Context: an optimization exercise on an open-source flow, tuned for small area and a short achievable clock period. The choices shown serve that exercise and are no tape-out recipe. In this exercise RTL edits were held to simulation tests only and were not proved equivalent to the original. Power and IR drop assume default switching activity.

==> flow/design.v <==
`timescale 1ns / 1ps
module gelu_lut_module (
    input                       clk,
    input                       rst_n,
    input                       in_valid,     
    input      signed [15:0]    in_data,      
    output reg                  out_valid, 
    output reg signed [10:0]    out_data    
);
    logic signed [10:0] gelu_rom [0:2047];
    initial begin
        $readmemh("gelu_rom.hex", gelu_rom);
    end
    logic [10:0] address_n, address;
    logic [15:0] out_data_n,out_valid_n;
    logic get_address, get_address_n;
    assign address_n = $unsigned(in_data) + 640;
    always_ff @(posedge clk,negedge rst_n) begin
        if(!rst_n)begin
            out_data<=0;
            out_valid<=0;
            address<=0;
            get_address<=0;
        end else begin
            out_data<=out_data_n;
            out_valid<=out_valid_n;
            address<=address_n;
            get_address<=get_address_n;
        end
    end
    always_comb begin 
        out_data_n = gelu_rom[address];
        get_address_n = 0;
        out_valid_n = 0;
        if(in_valid)begin
            get_address_n = 1;
        end
        if (get_address) begin
            out_valid_n = 1;
        end 
    end
endmodule
==> flow/gelu_rom.hex <==
7FC
7FC
7FC
7FC
7FC
7FC
7FC
7FC
7FC
7FC
7FC
7FC
7FC
7FC
7FB
7FB
7FB
7FB
7FB
7FB
7FB
7FB
7FB
7FB
7FB
7FB
7FB
7FB
7FB
7FB
7FB
7FB
7FB
7FB
7FB
7FB
7FA
7FA
7FA
7FA
7FA
7FA
7FA
7FA
7FA
7FA
7FA
7FA
7FA
7FA
7FA
7FA
7FA
7FA
7FA
7F9
7F9
7F9
7F9
7F9
7F9
7F9
7F9
7F9
7F9
7F9
7F9
7F9
7F9
7F9
7F9
7F9
7F8
7F8
7F8
7F8
7F8
7F8
7F8
7F8
7F8
7F8
7F8
7F8
7F8
7F8
7F8
7F7
7F7
7F7
7F7
7F7
7F7
7F7
7F7
7F7
7F7
7F7
7F7
7F7
7F7
7F7
7F6
7F6
7F6
7F6
7F6
7F6
7F6
7F6
7F6
7F6
7F6
7F6
7F6
7F5
7F5
7F5
7F5
7F5
7F5
7F5
7F5
7F5
7F5
7F5
7F5
7F4
7F4
7F4
7F4
7F4
7F4
7F4
7F4
7F4
7F4
7F4
7F3
7F3
7F3
7F3
7F3
7F3
7F3
7F3
7F3
7F3
7F3
7F2
7F2
7F2
7F2
7F2
7F2
7F2
7F2
7F2
7F2
7F2
7F1
7F1
7F1
7F1
7F1
7F1
7F1
7F1
7F1
7F1
7F0
7F0
7F0
7F0
7F0
7F0
7F0
7F0
7F0
7EF
7EF
7EF
7EF
7EF
7EF
7EF
7EF
7EF
7EE
7EE
7EE
7EE
7EE
7EE
7EE
7EE
7EE
7ED
7ED
7ED
7ED
7ED
7ED
7ED
7ED
7ED
7EC
7EC
7EC
7EC
7EC
7EC
7EC
7EC
7EC
7EB
7EB
7EB
7EB
7EB
7EB
7EB
7EB
7EA
7EA
7EA
7EA
7EA
7EA
7EA
7EA
7E9
7E9
7E9
7E9
7E9
7E9
7E9
7E9
7E8
7E8
7E8
7E8
7E8
7E8
7E8
7E8
7E7
7E7
7E7
7E7
7E7
7E7
7E7
7E7
7E6
7E6
7E6
7E6
7E6
7E6
7E6
7E6
7E5
7E5
7E5
7E5
7E5
7E5
7E5
7E5
7E4
7E4
7E4
7E4
7E4
7E4
7E4
7E4
7E3
7E3
7E3
7E3
7E3
7E3
7E3
7E2
7E2
7E2
7E2
7E2
7E2
7E2
7E2
7E1
7E1
7E1
7E1
7E1
7E1
7E1
7E1
7E0
7E0
7E0
7E0
7E0
7E0
7E0
7E0
7DF
7DF
7DF
7DF
7DF
7DF
7DF
7DF
7DE
7DE
7DE
7DE
7DE
7DE
7DE
7DE
7DD
7DD
7DD
7DD
7DD
7DD
7DD
7DD
7DD
7DC
7DC
7DC
7DC
7DC
7DC
7DC
7DC
7DB
7DB
7DB
7DB
7DB
7DB
7DB
7DB
7DB
7DA
7DA
7DA
7DA
7DA
7DA
7DA
7DA
7DA
7DA
7D9
7D9
7D9
7D9
7D9
7D9
7D9
7D9
7D9
7D9
7D8
7D8
7D8
7D8
7D8
7D8
7D8
7D8
7D8
7D8
7D8
7D7
7D7
7D7
7D7
7D7
7D7
7D7
7D7
7D7
7D7
7D7
7D7
7D7
7D6
7D6
7D6
7D6
7D6
7D6
7D6
7D6
7D6
7D6
7D6
7D6
7D6
7D6
7D6
7D6
7D5
7D5
7D5
7D5
7D5
7D5
7D5
7D5
7D5
7D5
7D5
7D5
7D5
7D5
7D5
7D5
7D5
7D5
7D5
7D5
7D5
7D5
7D5
7D5
7D5
7D5
7D5
7D5
7D5
7D5
7D5
7D5
7D4
7D4
7D4
7D4
7D4
7D4
7D4
7D4
7D5
7D5
7D5
7D5
7D5
7D5
7D5
7D5
7D5
7D5
7D5
7D5
7D5
7D5
7D5
7D5
7D5
7D5
7D5
7D5
7D5
7D5
7D5
7D5
7D5
7D5
7D5
7D5
7D5
7D6
7D6
7D6
7D6
7D6
7D6
7D6
7D6
7D6
7D6
7D6
7D6
7D6
7D7
7D7
7D7
7D7
7D7
7D7
7D7
7D7
7D7
7D7
7D8
7D8
7D8
7D8
7D8
7D8
7D8
7D8
7D9
7D9
7D9
7D9
7D9
7D9
7D9
7D9
7DA
7DA
7DA
7DA
7DA
7DA
7DB
7DB
7DB
7DB
7DB
7DB
7DC
7DC
7DC
7DC
7DC
7DD
7DD
7DD
7DD
7DD
7DE
7DE
7DE
7DE
7DE
7DF
7DF
7DF
7DF
7E0
7E0
7E0
7E0
7E1
7E1
7E1
7E1
7E2
7E2
7E2
7E2
7E3
7E3
7E3
7E3
7E4
7E4
7E4
7E5
7E5
7E5
7E5
7E6
7E6
7E6
7E7
7E7
7E7
7E8
7E8
7E8
7E9
7E9
7E9
7EA
7EA
7EA
7EB
7EB
7EB
7EC
7EC
7EC
7ED
7ED
7ED
7EE
7EE
7EE
7EF
7EF
7F0
7F0
7F0
7F1
7F1
7F2
7F2
7F2
7F3
7F3
7F4
7F4
7F4
7F5
7F5
7F6
7F6
7F7
7F7
7F8
7F8
7F8
7F9
7F9
7FA
7FA
7FB
7FB
7FC
7FC
7FD
7FD
7FE
7FE
7FF
7FF
000
000
001
001
002
002
003
003
004
004
005
005
006
006
007
007
008
008
009
00A
00A
00B
00B
00C
00C
00D
00D
00E
00F
00F
010
010
011
012
012
013
013
014
015
015
016
016
017
018
018
019
01A
01A
01B
01C
01C
01D
01E
01E
01F
020
020
021
022
022
023
024
024
025
026
026
027
028
028
029
02A
02B
02B
02C
02D
02D
02E
02F
030
030
031
032
033
033
034
035
036
036
037
038
039
039
03A
03B
03C
03C
03D
03E
03F
040
040
041
042
043
044
044
045
046
047
048
048
049
04A
04B
04C
04D
04D
04E
04F
050
051
052
052
053
054
055
056
057
058
059
059
05A
05B
05C
05D
05E
05F
060
060
061
062
063
064
065
066
067
068
069
069
06A
06B
06C
06D
06E
06F
070
071
072
073
074
075
075
076
077
078
079
07A
07B
07C
07D
07E
07F
080
081
082
083
084
085
086
087
088
089
08A
08B
08C
08D
08E
08F
090
091
091
092
093
094
095
096
097
098
09A
09B
09C
09D
09E
09F
0A0
0A1
0A2
0A3
0A4
0A5
0A6
0A7
0A8
0A9
0AA
0AB
0AC
0AD
0AE
0AF
0B0
0B1
0B2
0B3
0B4
0B5
0B6
0B7
0B8
0B9
0BB
0BC
0BD
0BE
0BF
0C0
0C1
0C2
0C3
0C4
0C5
0C6
0C7
0C8
0C9
0CA
0CC
0CD
0CE
0CF
0D0
0D1
0D2
0D3
0D4
0D5
0D6
0D7
0D8
0DA
0DB
0DC
0DD
0DE
0DF
0E0
0E1
0E2
0E3
0E4
0E6
0E7
0E8
0E9
0EA
0EB
0EC
0ED
0EE
0EF
0F1
0F2
0F3
0F4
0F5
0F6
0F7
0F8
0F9
0FA
0FC
0FD
0FE
0FF
100
101
102
103
104
106
107
108
109
10A
10B
10C
10D
10F
110
111
112
113
114
115
116
117
119
11A
11B
11C
11D
11E
11F
120
122
123
124
125
126
127
128
129
12B
12C
12D
12E
12F
130
131
132
134
135
136
137
138
139
13A
13B
13D
13E
13F
140
141
142
143
144
146
147
148
149
14A
14B
14C
14E
14F
150
151
152
153
154
155
157
158
159
15A
15B
15C
15D
15E
160
161
162
163
164
165
166
167
169
16A
16B
16C
16D
16E
16F
170
172
173
174
175
176
177
178
179
17B
17C
17D
17E
17F
180
181
182
184
185
186
187
188
189
18A
18B
18D
18E
18F
190
191
192
193
194
196
197
198
199
19A
19B
19C
19D
19E
1A0
1A1
1A2
1A3
1A4
1A5
1A6
1A7
1A8
1AA
1AB
1AC
1AD
1AE
1AF
1B0
1B1
1B2
1B4
1B5
1B6
1B7
1B8
1B9
1BA
1BB
1BC
1BE
1BF
1C0
1C1
1C2
1C3
1C4
1C5
1C6
1C8
1C9
1CA
1CB
1CC
1CD
1CE
1CF
1D0
1D1
1D3
1D4
1D5
1D6
1D7
1D8
1D9
1DA
1DB
1DC
1DD
1DF
1E0
1E1
1E2
1E3
1E4
1E5
1E6
1E7
1E8
1E9
1EB
1EC
1ED
1EE
1EF
1F0
1F1
1F2
1F3
1F4
1F5
1F7
1F8
1F9
1FA
1FB
1FC
1FD
1FE
1FF
200
201
202
204
205
206
207
208
209
20A
20B
20C
20D
20E
20F
210
212
213
214
215
216
217
218
219
21A
21B
21C
21D
21E
21F
220
222
223
224
225
226
227
228
229
22A
22B
22C
22D
22E
22F
230
232
233
234
235
236
237
238
239
23A
23B
23C
23D
23E
23F
240
241
242
244
245
246
247
248
249
24A
24B
24C
24D
24E
24F
250
251
252
253
254
255
256
258
259
25A
25B
25C
25D
25E
25F
260
261
262
263
264
265
266
267
268
269
26A
26B
26C
26D
26F
270
271
272
273
274
275
276
277
278
279
27A
27B
000
000
000
000
000
000
000
000
000
000
000
000
000
000
000
000
000
000
000
000
000
000
000
000
000
000
000
000
000
000
000
000
000
000
000
000
000
000
000
000
000
000
000
000
000
000
000
000
000
000
000
000
000
000
000
000
000
000
000
000
000
000
000
000
000
000
000
000
000
000
000
000
000
000
000
000
000
000
000
000
000
000
000
000
000
000
000
000
000
000
000
000
000
000
000
000
000
000
000
000
000
000
000
000
000
000
000
000
000
000
000
000
000
000
000
000
000
000
000
000
000
000
000
000
000
000
000
000
000
000
000
000
000
000
000
000
000
000
000
000
000
000
000
000
000
000
000
000
000
000
000
000
000
000
000
000
000
000
000
000
000
000
000
000
000
000
000
000
000
000
000
000
000
000
000
000
000
000
000
000
000
000
000
000
000
000
000
000
000
000
000
000
000
000
000
000
000
000
000
000
000
000
000
000
000
000
000
000
000
000
000
000
000
000
000
000
000
000
000
000
000
000
000
000
000
000
000
000
000
000
000
000
000
000
000
000
000
000
000
000
000
000
000
000
000
000
000
000
000
000
000
000
000
000
000
000
000
000
000
000
000
000
000
000
000
000
000
000
000
000
000
000
000
000
000
000
000
000
000
000
000
000
000
000
000
000
000
000
000
000
000
000
000
000
000
000
000
000
000
000
000
000
000
000
000
000
000
000
000
000
000
000
000
000
000
000
000
000
000
000
000
000
000
000
000
000
000
000
000
000
000
000
000
000
000
000
000
000
000
000
000
000
000
000
000
000
000
000
000
000
000
000
000
000
000
000
000
000
000
000
000
000
000
000
000
000
000
000
000
000
000
000
000
000
000
000
000
000
000
000
000
000
000
000
000
000
000
000
000
000
000
000
000
000
000
000
000
000
000
000
000
000
000
000
000
000
000
000
000
000
000
000
000
000
000
000
000
000
000
000
000
000
000
000
000
000
000
000
000
000
000
000
000
000
000
000
000
000
000
000
000
000
000
000
000
000
000
000
000
000
000
000
000
000
000
000
000
000
000
000
000
000
000
000
000
000
000
000
000
000
000
000
000
000
000
000
000
000
000
000
000
000
000
000
000
000
000
000
000
000
000
000
000
000
000
000
000
000
000
000
000
000
000
000
000
000
000
000
000
000
000
000
000
000
000
000
000
000
000
000
000
000
000
000
000
000
000
000
000
000
000
000
000
000
000
000
000
000
000
000
000
000
000
000
000
000
000
000
000
000
000
000
000
000
000
000
000
000
000
000
000
000
000
000
000
000
000
000
000
000
000
000
000
000
000
000
000
000
000
000
000
000
000
000
000
000
000
000
000
000
000
000
000
000
000
000
000
000
000
000
000
000
000
000
000
000
000
000
000
000
000
000
000
000
000
000
000
000
000
000
000
000
000
000
000
000
000
000
000
000
000
000
000
000
000
000
000
000
000
000
000
000
000
000
000
000
000
000
000
000
000
000
000
000
000
000
000
000
000
000
000
000
000
000
000
000
000
000
000
000
000
000
000
000
000
000
000
000
000
000
000
000
000
000
000
000
000
000
000
000
000
000
000
000
000
000
000
000
000
000
000
000
000
000
000
000
000
000
000
000
000
000
000
000
000
000
000
000
000
000
000
000
000
000
000
000
000
000
000
000
000
000
000
000
000
000
000
000
000
000
000
000
000
000
000
000
000
000
000
000
000
000
000
000
000
000
000
000
000
000
000
000
000
000
000
000
000
000
==> flow/run.sh <==
#!/bin/bash
# synth_recipe.tcl (not shown) runs the flow's synth.tcl, then flattens the netlist and writes it again
# the make line also repeats each setting of config.mk as NAME=value (left out here)
make -C /OpenROAD-flow-scripts/flow DESIGN_CONFIG=/design/flow/config.mk WORK_HOME=/design/flow/orfs CLKGATE_MAP_FILE= SYNTH_SCRIPT=/design/flow/synth_recipe.tcl finish
==> flow/config.mk <==
export PLATFORM = sky130hd
export DESIGN_NAME = gelu_lut_module
export DESIGN_NICKNAME = gelu_lut_module
export VERILOG_FILES = /design/flow/design.v
export SDC_FILE = /design/flow/constraint.sdc
export NUM_CORES = 4
export LEC_CHECK = 0
export CAP_MARGIN = 20
export CORE_MARGIN = 2
export CORE_UTILIZATION = 40
export SLEW_MARGIN = 20
export SYNTH_MEMORY_MAX_BITS = 32768
==> flow/constraint.sdc <==
create_clock -name core_clock -period 5.0 [get_ports {clk}]
set_input_delay 1.0000 -clock core_clock [delete_from_list [all_inputs] [get_ports {clk}]]
set_output_delay 1.0000 -clock core_clock [all_outputs]
set_load 0.01 [all_outputs]
==> notes.md <==
Power:
- The switching component of the power is 487.6 µW.
- The power per cell area is 184.8 nW/µm².
- The combinational share of power is 53.0%.
- The internal portion of the total power is 585.8 µW.
- In this run switching power makes up 45.43% of total power.
- The share of total power dissipated in sequential elements is 24.2%.
- Across the VDD grid, the largest voltage drop is 94.49 µV.
- The clock power share is 22.8%.
- The leakage dissipation is 2.050 nW.

Place:
- Routability-driven placement finished with a final weighted congestion of 1.061.
- After legalization and detailed placement, the total HPWL measured 16.48 mm.
- The number of buffers added on ports is 25.

Logic synthesis:
- Sequential elements use 10.88% of the synthesized area.
- Dividing the synthesized area by the synthesized cell count gives 6.527 µm².
- The count of unique library cells instantiated by Yosys is 74.
- The share of async-settable or async-resettable flops after synthesis is 100.0%.
- Multiplexer cells account for 2.243% of the synthesized area.
- Synthesis inferred 24 register bits.
- The number of enable flip-flop cells after synthesis is 0.
- The gate count of the mapped netlist is 846.
- The area fraction in compound gates after synthesis is 44.78%.
- In the synthesized netlist the dominant register cell turns out to be sky130_fd_sc_hd__dfrtp_1.
- The dominant combinational cell family by area after synthesis is compound AO/OA/AOI/OAI gates.
- The simple-gate share of the synthesized area is 26.38%.
- The post-synthesis share of cell area spent on xor and xnor gates is 1.428%.
- The count of warnings emitted by yosys is 1.
- The area of the mapped netlist is 5522 µm².
- Of the total synthesized cell area, the portion taken by full adders, half adders and majority gates is 4.441%.
- The number of nets in the synthesized netlist is 883.

Floorplan:
- The row count is 42.
- The core footprint is 13,350 µm².
- The top-level port count is 31.
- The die covers 14,760 µm².
- The effective utilization at floorplan is 41.37%.
- The die span in y is 121.5 µm.
- The die is 121.5 µm wide.

STA:
- Setup repair after global routing left no endpoint under its margin.
- For the pin with the worst max-slew slack, the measured transition is 1.026 ns.
- Static timing analysis puts the maximum clock frequency at 285.9 MHz.
- The smallest clock period supported by the final layout is computed as 3.498 ns.
- The number of hold violations in the final report is 0.
- The post-route clock period utilization is 69.96%.
- The setup-violating endpoint count in the final report is 0.
- The number of pins with negative max-slew slack in the final report was 0.
- The setup TNS after final layout is 0 ns.
- The maximum clock skew at final layout is 0.01109 ns.
- Headroom to the max-slew limit came out at 31.43%.

Clock tree:
- The clock-pin slew on the worst setup and hold paths is 0.08 ns.
- In this run the deepest clock path goes through 2 buffers.
- The post-CTS setup buffer count is 0.
- The TritonCTS buffer count is 3.
- Post-CTS repair changed the size of 0 cells.
- The clock drives 24 sinks.
- In this run the number of H-tree levels came out at 1.
- The insertion delay to the later sink of the worst-skew pair is 0.28 ns.
- CTS placed an instance of sky130_fd_sc_hd__clkbuf_16 at the clock tree root.
- In this run, post-CTS hold repair placed 0 buffers.
- The TritonCTS clock tree is done.

Critical path:
- The kind of capture point of the worst setup path is a flop.
- Data on the critical path arrives at its endpoint at 3.64 ns.
- The largest single stage delay on the critical path is 0.55 ns.
- The largest driver fanout on the critical path is 18.
- The data required time at the worst endpoint is 5.14 ns.
- The critical-path cell with the highest stage delay is sky130_fd_sc_hd__ha_1.
- The worst setup path is launched from a flop.
- The startpoint-to-endpoint class of the critical path is flop to flop.
- The critical path goes through buf_4, inv_1, ha_1, and2b_1, a2111oi_4, or2_2, a21oi_2, a221oi_2, nand4_1, a221o_1.

Final layout:
- Leaving out fill and tap cells, the most frequent cells in the layout are 95 x sky130_fd_sc_hd__nand2_1, 93 x sky130_fd_sc_hd__a21oi_1, 71 x sky130_fd_sc_hd__o21ai_0.
- The total area of sequential cells is 611.8 µm².
- The synthesis-to-layout area growth is 5.189%.
- Fill cells in the final layout number 1,471.
- The layout cell share with drive strength beyond 1 is 7.635%.
- The combined area of the multi-input logic cells is 4377 µm².
- At the end of the flow the core is filled with cells to 43.51%.
- The leading cell type in the layout, fill and taps excluded is sky130_fd_sc_hd__nand2_1.
- At the end of the flow, the number of nets in the layout was 837.

Hold path:
- The class of the most critical hold timing path is flop to flop.

GRT:
- For this run, the total global-route usage over all layers was measured as 33.04%.
- The number of antenna violations at the first check in global routing came to 0.
- The number of global-route vias before repair is 6,408.
- The pin count of the biggest net entering global routing is 68.
- The total global routing overflow is 0.
- The first global-routing pass estimated 37.89 mm of wire.

Drt:
- The routed length per placed instance is 25.08 µm.
- In the routed design, unresolved DRC markers number 0.
- The post-route antenna net violation count is 0.
- After detailed routing, the number of vias per cell comes to 7.272.
- The via total after detailed routing is 7,097.
- The detailed router's first-iteration violation count is 1,331.
- The number of optimization iterations in the first detailed-route pass is 7.
- The final layout contains routed wiring with a total length of 24.48 mm.

Job:
- The number of maximum-capacitance constraint violations is 0.

Outcome:
- The run finished with no timing, DRC or antenna violations.
-- critical path, delay by kind of cell (launching register included) --
family / cells / cell delay, ns
adder cells (fa/ha/maj): 1 / 0.55
flip-flops: 1 / 0.36
AND/OR/NAND/NOR: 3 / 0.75
buffers and inverters: 2 / 0.57
AO/OA/AOI/OAI: 4 / 1.12
-- state kept, by name, indices dropped and copies added, names as in the netlist --
signal,flops
address,11
out_valid,1
get_address,1
out_data,11
-- stage by stage --
| stage | setup slack, ns | power, mW | instance area, µm² | cells | hold slack (ns) |
|---|---|---|---|---|---|
| final | 1.502 | 1.073 | 5808 | 976 | 0.3529 |
| after CTS | 1.585 | 1.054 | 5806 | 975 | 0.3568 |
| after global routing | 1.220 | 1.127 | 5806 | 975 | 0.3594 |
| after global placement | 1.595 | 0.8101 | 5700 | 971 | 0.3330 |
| after floorplan | 2.084 | 0.6263 | 5522 | 846 | 0.3312 |
| after detailed placement | 1.609 | 0.8089 | 5700 | 971 | 0.3411 |
-- power by group through the flow --
stage / combinational [mW] / sequential, mW / clock (mW)
after detailed placement: 0.546 / 0.263 / 0
after floorplan: 0.386 / 0.241 / 0
after CTS: 0.548 / 0.258 / 0.248
after global placement: 0.548 / 0.262 / 0
final: 0.569 / 0.260 / 0.245
after global routing: 0.607 / 0.263 / 0.257
-- layout make-up --
type,instances,area share (%)
multi-input combinational,710,75.36
sequential,24,10.53
timing repair buffer,50,7.755
tap,176,3.791
clock buffer,3,1.293
inverter,11,0.7109
clock inverter,1,0.5170
antenna,1,0.04308
-- synth_stat cells (all sizes together), types with 8 or more instances --
cell type,instances,area share [%]
a21oi,95,8.7
nand2,95,6.5
o21ai,72,6.5
nor2,68,4.7
buf,64,6.6
clkbuf,37,2.5
a211oi,32,4.4
nand2b,31,3.5
nand3,29,2.6
dfrtp,24,11
o211ai,24,3.3
a31oi,18,2.0
ha,18,4.1
nor3,18,1.6
nor2b,15,1.7
a2111oi,13,2.5
o22ai,11,1.2
a311oi,10,1.6
mux2i,9,1.6
nand4,9,1.0
inv,8,0.54
o2111ai,8,1.3
o221ai,8,1.3
o311ai,8,1.3
or2,8,0.91
-- worst paths after layout --
check                                       from                     to  slack [ns]  cells past startpoint
max                         address[1]$_DFF_PN0_  out_data[2]$_DFF_PN0_        1.50                     10
min                        get_address$_DFF_PN0_    out_valid$_DFF_PN0_        0.35                      0
max reg2reg                 address[1]$_DFF_PN0_  out_data[2]$_DFF_PN0_        1.50                     10
min reg2reg                get_address$_DFF_PN0_    out_valid$_DFF_PN0_        0.35                      0
max in group asynchronous                  rst_n   address[6]$_DFF_PN0_        3.63                      2
min in group asynchronous                  rst_n   address[0]$_DFF_PN0_        1.08                      2
-- cell families (layout without fill, tap and decap cells) --
| family | after synthesis | after routing |
|---|---|---|
| muxes | 12 | 12 |
| and+or+nand+nor | 304 | 304 |
| AOI/OAI and AO/OA | 365 | 365 |
| xor gates and xnor gates | 9 | 9 |
| other | 0 | 1 |
| adders and majority gates | 20 | 20 |
| buffers and inverters | 112 | 65 |
| DFF | 24 | 24 |
-- layer usage --
layer  wire (µm)  share of wire, %  up-vias  GRT usage [%]
met1        9691                40     3266          45.11
met4        1606               6.6        0          19.25
met5           0                 0        -              0
li1            -                 -     3106              -
met2       10150                41      583          48.17
met3        3029                12      142          6.203

re-timing with driven ports:
In the flow no input, the clock included, has a driving cell. The finished layout below was timed again as built, in two steps.
Step 1, drivers: a clkbuf_16 drives clk and a buf_2 each remaining input, both assumed.
Step 2 also shifts input and output timing later by t, the mid clock arrival at the registers, as if the neighbouring blocks saw the same clock.
Slacks: ideal / step 1 / step 2; pairs: ideal / step 1.
shift t [ns]: 0.314
setup slack, ns: 1.502 / 1.502 / 1.502
hold slack, ns: 0.353 / 0.353 / 0.353
slew at the worst register clock pin (ns): 0.08 / 0.08
After both steps setup and hold are still met in this run. For this run, drivers alone change the setup slack by 0.000 ns; drivers and shift together by 0.000 ns.
